Background: an optimization exercise with open tools, aiming at small area and a short achievable clock period. Do not read the settings as production practice.
In this exercise RTL edits were held to simulation tests only and were not proved equivalent to the original.
No activity file was given, so power comes from the tool's default toggle rates.

## red
// RV32I_Top
module RV32I_Top #(parameter n = 32)
	(input clk, rst, shift_done,
	input [n-1:0] dmem_out, imem_out,
	output w_en_to_bus_for_dmem,
	output [n-1:0] addr_dmem,
	output [n-1:0] data_dmem,
	output [n-1:0] pc_to_imem);
Size: about 5,400 cells after synthesis, about 160 I/O pins, roughly 0.057 mm^2 of cells after synthesis.
==> module g_and2n, before the edit <==
module g_and2n (input a, bn, output y); assign y = a & ~bn; endmodule
==> module RV32I_Top, before the edit <==
module RV32I_Top #(parameter n = 32)
	(input clk, rst, shift_done,
	input [n-1:0] dmem_out, imem_out,
	output w_en_to_bus_for_dmem,
	output [n-1:0] addr_dmem,
	output [n-1:0] data_dmem,
	output [n-1:0] pc_to_imem);
	wire [31:0] in = imem_out;
	wire [6:0] op = in[6:0];
	wire [2:0] f3 = in[14:12];
	wire [6:0] f7 = in[31:25];
	wire [4:0] rs1 = in[19:15];
	wire [4:0] rs2 = in[24:20];
	wire [4:0] rd  = in[11:7];
	wire op_r     = op == 7'b0110011;
	wire op_i     = op == 7'b0010011;
	wire op_ld    = op == 7'b0000011;
	wire op_st    = op == 7'b0100011;
	wire op_br    = op == 7'b1100011;
	wire op_jalr  = op == 7'b1100111;
	wire op_jal   = op == 7'b1101111;
	wire op_lui   = op == 7'b0110111;
	wire op_auipc = op == 7'b0010111;
	wire r_ok  = op_r & ((f3 != 3'b000) | (f7 == 7'b0000000) | (f7 == 7'b0100000));
	wire i_ok  = op_i & (f3 != 3'b001) & (f3 != 3'b101);
	wire ld_ok = op_ld & ~f3[2] & ~f3[0];           
	wire st_ok = op_st & ~f3[2] & ~f3[0];           
	wire wr_reg = r_ok | i_ok | ld_ok | op_jalr | op_jal | op_lui | op_auipc;
	wire br_eq  = op_br & (f3 == 3'b000);
	wire br_ne  = op_br & (f3 == 3'b001);
	wire br_lt  = op_br & (f3 == 3'b100);
	wire br_ge  = op_br & (f3 == 3'b101);
	wire [31:0] immI = {{20{in[31]}}, in[31:20]};
	wire [31:0] immLS = {{20{in[31]}}, in[31:25], in[5] ? in[11:7] : in[24:20]};
	wire [31:0] immB = {{19{in[31]}}, in[31], in[7], in[30:25], in[11:8], 1'b0};
	wire [31:0] immU = {in[31:12], 12'h000};
	wire [31:0] immJ = {{12{in[31]}}, in[31], in[19:12], in[20], in[30:21]};
	reg [31:0] rf [1:31];
	wire [31:0] wdata;
	wire [31:0] wdata_r [0:1];
	genvar gw, gb;
	generate
		for (gw = 0; gw < 2; gw = gw + 1) begin : g_wd
			for (gb = 0; gb < 32; gb = gb + 1) begin : g_b
				g_and2n u (.a(wdata[gb]), .bn(rst), .y(wdata_r[gw][gb]));
			end
		end
	endgenerate
	wire [31:1] wen;
	wire [991:0] rf_flat;
	genvar gi;
	generate
		for (gi = 1; gi < 32; gi = gi + 1) begin : g_rf
			assign wen[gi] = rst | (wr_reg & (rd == gi));
			always @(posedge clk)
				if (wen[gi]) rf[gi] <= wdata_r[gi / 16];
			assign rf_flat[32*gi-1 -: 32] = rf[gi];
		end
	endgenerate
	wire [31:0] a, b;
	RF_Read rd1 (.rf(rf_flat), .rs(rs1), .q(a));
	RF_Read rd2 (.rf(rf_flat), .rs(rs2), .q(b));
	reg [31:1] pc_r;
	wire [31:0] pc = {pc_r, 1'b0};
	wire [31:0] pc4;
	Inc30 inc (.x(pc), .y(pc4));
	wire [31:0] sum_ls;
	Addr_Add addr_add (.a(a), .b(immLS), .s(sum_ls));
	wire use_b = op_r | op_br | op_jalr;
	wire [31:0] op2 = use_b ? b : immI;
	wire sub = op_br | ((op_r | op_i) & (f3[2:1] == 2'b01)) | (op_r & (f3 == 3'b000) & in[30]);
	wire [31:0] x = op2 ^ {32{sub}};
	wire [31:0] g_ab = a & x;
	wire [31:0] p_ab = a ^ x;
	wire [31:0] gn_ab;
	Pfx32 pfx_ab (.g({g_ab[31:1], g_ab[0] | (p_ab[0] & sub)}), .p(p_ab), .gn(gn_ab));
	wire [31:0] res_as = p_ab ^ {~gn_ab[30:0], sub};
	wire carry = ~gn_ab[31];
	wire lt_s = (a[31] ^ op2[31]) ? a[31] : res_as[31];
	wire lt_u = ~carry;
	reg [31:0] a_rev, shr_rev;
	integer k;
	always @(*)
		for (k = 0; k < 32; k = k + 1) a_rev[k] = a[31-k];
	wire [31:0] shr_in = f3[2] ? a : a_rev;
	wire [31:0] shr = b[4] ? {16'b0, shr_in[31:16]} : b[3] ? {8'b0, shr_in[31:8]} : b[2] ? {4'b0, shr_in[31:4]} :
	                  b[1] ? {2'b0, shr_in[31:2]} : b[0] ? {1'b0, shr_in[31:1]} : shr_in;
	always @(*)
		for (k = 0; k < 32; k = k + 1) shr_rev[k] = shr[31-k];
	wire [31:0] sll = shr_rev;
	wire [31:0] srl = shr;
	reg [31:0] alu;
	always @(*) begin
		case (f3)
			3'b000: alu = op_r ? res_as : sum_ls;
			3'b001: alu = sll;
			3'b010: alu = {31'b0, lt_s};
			3'b011: alu = {31'b0, lt_u};
			3'b100: alu = a ^ op2;
			3'b101: alu = srl;
			3'b110: alu = a | op2;
			default: alu = a & op2;
		endcase
	end
	wire [31:0] lb = dmem_out[7] ? (dmem_out | 32'hffffff00) : (dmem_out | 32'h000000ff);
	wire [31:0] imm_pc = op[6] ? immB : immU;
	wire [31:0] gn_pc;
	Pfx32 pfx_pc (.g(pc & imm_pc), .p(pc ^ imm_pc), .gn(gn_pc));
	wire [31:0] pc_imm = (pc ^ imm_pc) ^ {~gn_pc[30:0], 1'b0};
	assign wdata = op[2] ? (op[6] ? pc4 : (op[5] ? immU : pc_imm))
	                     : (op[4] ? alu : (f3[1] ? dmem_out : lb));
	wire eq = &p_ab;
	wire taken = op_jal | op_jalr | (br_eq & eq) | (br_ne & ~eq) | (br_lt & res_as[31]) | (br_ge & ~res_as[31]);
	wire [31:0] tgt = op_jal ? {immJ[31:1], 1'b0} : op_jalr ? {res_as[31:1], 1'b0} : pc_imm;
	always @(posedge clk)
		if (rst) pc_r <= 31'b0;
		else if (shift_done) pc_r <= taken ? tgt[31:1] : pc4[31:1];
	assign pc_to_imem = pc;
	assign w_en_to_bus_for_dmem = st_ok;
	assign addr_dmem = sum_ls;
	assign data_dmem = {in[13] ? b[31:8] : 24'b0, b[7:0]};
endmodule
==> flow/config.mk <==
export PLATFORM = sky130hd
export DESIGN_NAME = RV32I_Top
export DESIGN_NICKNAME = RV32I_Top
export VERILOG_FILES = /design/flow/design.v
export SDC_FILE = /design/flow/constraint.sdc
export NUM_CORES = 4
export LEC_CHECK = 0
export CAP_MARGIN = 20
export CORE_MARGIN = 2
export CORE_UTILIZATION = 40
export CTS_CLUSTER_DIAMETER = 100
export CTS_CLUSTER_SIZE = 20
export SETUP_SLACK_MARGIN = 4.5
export SLEW_MARGIN = 20
export SYNTH_HIERARCHICAL = 1
export SYNTH_MINIMUM_KEEP_SIZE = 0
export TNS_END_PERCENT = 0
==> flow/constraint.sdc <==
create_clock -name core_clock -period 12.5 [get_ports {clk}]
set_input_delay 2.5000 -clock core_clock [delete_from_list [all_inputs] [get_ports {clk}]]
set_output_delay 2.5000 -clock core_clock [all_outputs]
set_load 0.01 [all_outputs]
run.sh (not shown) runs the stock make flow with config.mk's settings and CLKGATE_MAP_FILE= SYNTH_SCRIPT=/design/flow/synth_recipe.tcl, a recipe that flattens the netlist after the stock synthesis.
diff inputs: red => blue
--- a/flow/design.v
+++ b/flow/design.v
@@ -121,5 +121,4 @@
 module g_or16 (input [15:0] a, output y); assign y = |a; endmodule
 module g_nor2b (input a, bn, output y); assign y = ~a & bn; endmodule
-module g_and2n (input a, bn, output y); assign y = a & ~bn; endmodule
 module RF_Read
 	(input [991:0] rf,
@@ -204,13 +203,5 @@
 	reg [31:0] rf [1:31];
 	wire [31:0] wdata;
-	wire [31:0] wdata_r [0:1];
-	genvar gw, gb;
-	generate
-		for (gw = 0; gw < 2; gw = gw + 1) begin : g_wd
-			for (gb = 0; gb < 32; gb = gb + 1) begin : g_b
-				g_and2n u (.a(wdata[gb]), .bn(rst), .y(wdata_r[gw][gb]));
-			end
-		end
-	endgenerate
+	wire [31:0] wdata_r = wdata & {32{~rst}};
 	wire [31:1] wen;
 	wire [991:0] rf_flat;
@@ -220,5 +211,5 @@
 			assign wen[gi] = rst | (wr_reg & (rd == gi));
 			always @(posedge clk)
-				if (wen[gi]) rf[gi] <= wdata_r[gi / 16];
+				if (wen[gi]) rf[gi] <= wdata_r;
 			assign rf_flat[32*gi-1 -: 32] = rf[gi];
 		end
--- outcome ---
blue closes out successfully: all stages finished, all timing, DRC and antenna checks passed. Final estimated routing congestion in global placement (higher): red. From red to blue the numbers moved as follows: first-pass GRT wire length +about 1.1%; routed wire length +about 2.2%; minimum setup slack after placement +0.015 ns; power share of the combinational group +2.2 points. The number of cells on the worst reg-to-reg path of blue falls short of that of red by 2. Maximum single-stage delay on the critical path delta (blue -> red): insignificant. [blue] post-layout utilization of the core rose 0.50 points relative to red. blue vs. red: cell area reported after detailed placement went down by 190 um^2. Taking red as the reference, in blue area growth from synthesis to final layout has increased; worst hold slack has increased. In blue, the total power consumption of the routed design came out 3.3% above the value in red.

RTL: one of the versions met above, not the one the previous note started from.
Size: roughly 5500 cells after synthesis, about 160 I/O pins, roughly 0.057 sq mm of cells after synthesis.
==> module RV32I_Top, before the edit <==
module RV32I_Top #(parameter n = 32)
	(input clk, rst, shift_done,
	input [n-1:0] dmem_out, imem_out,
	output w_en_to_bus_for_dmem,
	output [n-1:0] addr_dmem,
	output [n-1:0] data_dmem,
	output [n-1:0] pc_to_imem);
	wire [31:0] in = imem_out;
	wire [6:0] op = in[6:0];
	wire [2:0] f3 = in[14:12];
	wire [6:0] f7 = in[31:25];
	wire [4:0] rs1 = in[19:15];
	wire [4:0] rs2 = in[24:20];
	wire [4:0] rd  = in[11:7];
	wire op_r     = op == 7'b0110011;
	wire op_i     = op == 7'b0010011;
	wire op_ld    = op == 7'b0000011;
	wire op_st    = op == 7'b0100011;
	wire op_br    = op == 7'b1100011;
	wire op_jalr  = op == 7'b1100111;
	wire op_jal   = op == 7'b1101111;
	wire op_lui   = op == 7'b0110111;
	wire op_auipc = op == 7'b0010111;
	wire r_ok  = op_r & ((f3 != 3'b000) | (f7 == 7'b0000000) | (f7 == 7'b0100000));
	wire i_ok  = op_i & (f3 != 3'b001) & (f3 != 3'b101);
	wire ld_ok = op_ld & ~f3[2] & ~f3[0];           
	wire st_ok = op_st & ~f3[2] & ~f3[0];           
	wire wr_reg = r_ok | i_ok | ld_ok | op_jalr | op_jal | op_lui | op_auipc;
	wire br_eq  = op_br & (f3 == 3'b000);
	wire br_ne  = op_br & (f3 == 3'b001);
	wire br_lt  = op_br & (f3 == 3'b100);
	wire br_ge  = op_br & (f3 == 3'b101);
	wire [31:0] immI = {{20{in[31]}}, in[31:20]};
	wire [31:0] immLS = {{20{in[31]}}, in[31:25], in[5] ? in[11:7] : in[24:20]};
	wire [31:0] immB = {{19{in[31]}}, in[31], in[7], in[30:25], in[11:8], 1'b0};
	wire [31:0] immU = {in[31:12], 12'h000};
	wire [31:0] immJ = {{12{in[31]}}, in[31], in[19:12], in[20], in[30:21]};
	reg [31:0] rf [1:31];
	wire [31:0] wdata;
	wire [31:0] wdata_r = wdata & {32{~rst}};
	wire [31:1] wen;
	wire [991:0] rf_flat;
	genvar gi;
	generate
		for (gi = 1; gi < 32; gi = gi + 1) begin : g_rf
			assign wen[gi] = rst | (wr_reg & (rd == gi));
			always @(posedge clk)
				if (wen[gi]) rf[gi] <= wdata_r;
			assign rf_flat[32*gi-1 -: 32] = rf[gi];
		end
	endgenerate
	wire [31:0] a, b;
	RF_Read rd1 (.rf(rf_flat), .rs(rs1), .q(a));
	RF_Read rd2 (.rf(rf_flat), .rs(rs2), .q(b));
	reg [31:1] pc_r;
	wire [31:0] pc = {pc_r, 1'b0};
	wire [31:0] pc4;
	Inc30 inc (.x(pc), .y(pc4));
	wire [31:0] sum_ls;
	Addr_Add addr_add (.a(a), .b(immLS), .s(sum_ls));
	wire use_b = op_r | op_br | op_jalr;
	wire [31:0] op2 = use_b ? b : immI;
	wire sub = op_br | ((op_r | op_i) & (f3[2:1] == 2'b01)) | (op_r & (f3 == 3'b000) & in[30]);
	wire [31:0] x = op2 ^ {32{sub}};
	wire [31:0] g_ab = a & x;
	wire [31:0] p_ab = a ^ x;
	wire [31:0] gn_ab;
	Pfx32 pfx_ab (.g({g_ab[31:1], g_ab[0] | (p_ab[0] & sub)}), .p(p_ab), .gn(gn_ab));
	wire [31:0] res_as = p_ab ^ {~gn_ab[30:0], sub};
	wire carry = ~gn_ab[31];
	wire lt_s = (a[31] ^ op2[31]) ? a[31] : res_as[31];
	wire lt_u = ~carry;
	reg [31:0] a_rev, shr_rev;
	integer k;
	always @(*)
		for (k = 0; k < 32; k = k + 1) a_rev[k] = a[31-k];
	wire [31:0] shr_in = f3[2] ? a : a_rev;
	wire [31:0] shr = b[4] ? {16'b0, shr_in[31:16]} : b[3] ? {8'b0, shr_in[31:8]} : b[2] ? {4'b0, shr_in[31:4]} :
	                  b[1] ? {2'b0, shr_in[31:2]} : b[0] ? {1'b0, shr_in[31:1]} : shr_in;
	always @(*)
		for (k = 0; k < 32; k = k + 1) shr_rev[k] = shr[31-k];
	wire [31:0] sll = shr_rev;
	wire [31:0] srl = shr;
	reg [31:0] alu;
	always @(*) begin
		case (f3)
			3'b000: alu = op_r ? res_as : sum_ls;
			3'b001: alu = sll;
			3'b010: alu = {31'b0, lt_s};
			3'b011: alu = {31'b0, lt_u};
			3'b100: alu = a ^ op2;
			3'b101: alu = srl;
			3'b110: alu = a | op2;
			default: alu = a & op2;
		endcase
	end
	wire [31:0] lb = dmem_out[7] ? (dmem_out | 32'hffffff00) : (dmem_out | 32'h000000ff);
	wire [31:0] imm_pc = op[6] ? immB : immU;
	wire [31:0] gn_pc;
	Pfx32 pfx_pc (.g(pc & imm_pc), .p(pc ^ imm_pc), .gn(gn_pc));
	wire [31:0] pc_imm = (pc ^ imm_pc) ^ {~gn_pc[30:0], 1'b0};
	assign wdata = op[2] ? (op[6] ? pc4 : (op[5] ? immU : pc_imm))
	                     : (op[4] ? alu : (f3[1] ? dmem_out : lb));
	wire eq = &p_ab;
	wire taken = op_jal | op_jalr | (br_eq & eq) | (br_ne & ~eq) | (br_lt & res_as[31]) | (br_ge & ~res_as[31]);
	wire [31:0] tgt = op_jal ? {immJ[31:1], 1'b0} : op_jalr ? {res_as[31:1], 1'b0} : pc_imm;
	always @(posedge clk)
		if (rst) pc_r <= 31'b0;
		else if (shift_done) pc_r <= taken ? tgt[31:1] : pc4[31:1];
	assign pc_to_imem = pc;
	assign w_en_to_bus_for_dmem = st_ok;
	assign addr_dmem = sum_ls;
	assign data_dmem = {in[13] ? b[31:8] : 24'b0, b[7:0]};
endmodule
clock: 12.5 ns
lec_check: 0
cap_margin: 20
core_margin: 2
core_utilization: 40
cts_cluster_diameter: 100
cts_cluster_size: 24
setup_slack_margin: 4.5
slew_margin: 20
synth_hierarchical: 1
synth_minimum_keep_size: 0
tns_end_percent: 0
Then changed:
--- a/flow/design.v
+++ b/flow/design.v
@@ -118,10 +118,11 @@
 module g_xor2 (input a, b, output y); assign y = a ^ b; endmodule
 module g_xnor2 (input a, b, output y); assign y = ~(a ^ b); endmodule
 module g_inv (input a, output y); assign y = ~a; endmodule
 module g_or16 (input [15:0] a, output y); assign y = |a; endmodule
 module g_nor2b (input a, bn, output y); assign y = ~a & bn; endmodule
+module g_and2n (input a, bn, output y); assign y = a & ~bn; endmodule
 module RF_Read
 	(input [991:0] rf,
 	 input [4:0] rs,
 	 output [31:0] q);
 	wire [3:0] lo;
@@ -200,19 +201,27 @@
 	wire [31:0] immB = {{19{in[31]}}, in[31], in[7], in[30:25], in[11:8], 1'b0};
 	wire [31:0] immU = {in[31:12], 12'h000};
 	wire [31:0] immJ = {{12{in[31]}}, in[31], in[19:12], in[20], in[30:21]};
 	reg [31:0] rf [1:31];
 	wire [31:0] wdata;
-	wire [31:0] wdata_r = wdata & {32{~rst}};
+	wire [31:0] wdata_r [0:1];
+	genvar gw, gb;
+	generate
+		for (gw = 0; gw < 2; gw = gw + 1) begin : g_wd
+			for (gb = 0; gb < 32; gb = gb + 1) begin : g_b
+				g_and2n u (.a(wdata[gb]), .bn(rst), .y(wdata_r[gw][gb]));
+			end
+		end
+	endgenerate
 	wire [31:1] wen;
 	wire [991:0] rf_flat;
 	genvar gi;
 	generate
 		for (gi = 1; gi < 32; gi = gi + 1) begin : g_rf
 			assign wen[gi] = rst | (wr_reg & (rd == gi));
 			always @(posedge clk)
-				if (wen[gi]) rf[gi] <= wdata_r;
+				if (wen[gi]) rf[gi] <= wdata_r[gi / 16];
 			assign rf_flat[32*gi-1 -: 32] = rf[gi];
 		end
 	endgenerate
 	wire [31:0] a, b;
 	RF_Read rd1 (.rf(rf_flat), .rs(rs1), .q(a));
Effect:
- The new run completed without violations
- design area barely changes
- power is lower by a few percent
- cell count is lower slightly
- clock-buffer cell count is higher by 3
- sequential cell count does not change
- register-to-register slack is better by 0.02 ns

-- afterwards: timing with drivers on the ports --
Ports are ideal in the flow. The routed layouts listed here were re-timed in OpenROAD. Step 1 assumes that a clkbuf_16 drives the clock port and a buf_2 every other input. Step 2 also shifts input and output timing later by t, the mid clock arrival at the registers, as if the neighbouring blocks saw the same clock. Slacks: ideal / step 1 / step 2; pairs: ideal / step 1.
| run | shift t [ns] | setup WS [ns] | clock arrival spread, ns | worst data-port slew with drivers (ns) | pins driven straight from the clock port |
|---|---|---|---|---|---|
| red | 0.788 | 3.835 / 3.883 / 3.096 | 0.039 / 0.039 | 0.09 | 1 |
| blue | 0.805 | 3.943 / 3.850 / 3.192 | 0.066 / 0.066 | 0.16 | 1 |
| the first run of note 2 | 0.799 | 3.953 / 3.833 / 3.207 | 0.106 / 0.106 | 0.21 | 1 |
| the second run of note 2 | 0.782 | 3.913 / 3.934 / 3.184 | 0.038 / 0.038 | 0.09 | 1 |
After both steps setup and hold are still met in every run listed. For blue, which loses most, drivers alone change the setup slack by -0.093 ns; drivers and shift together by -0.751 ns.
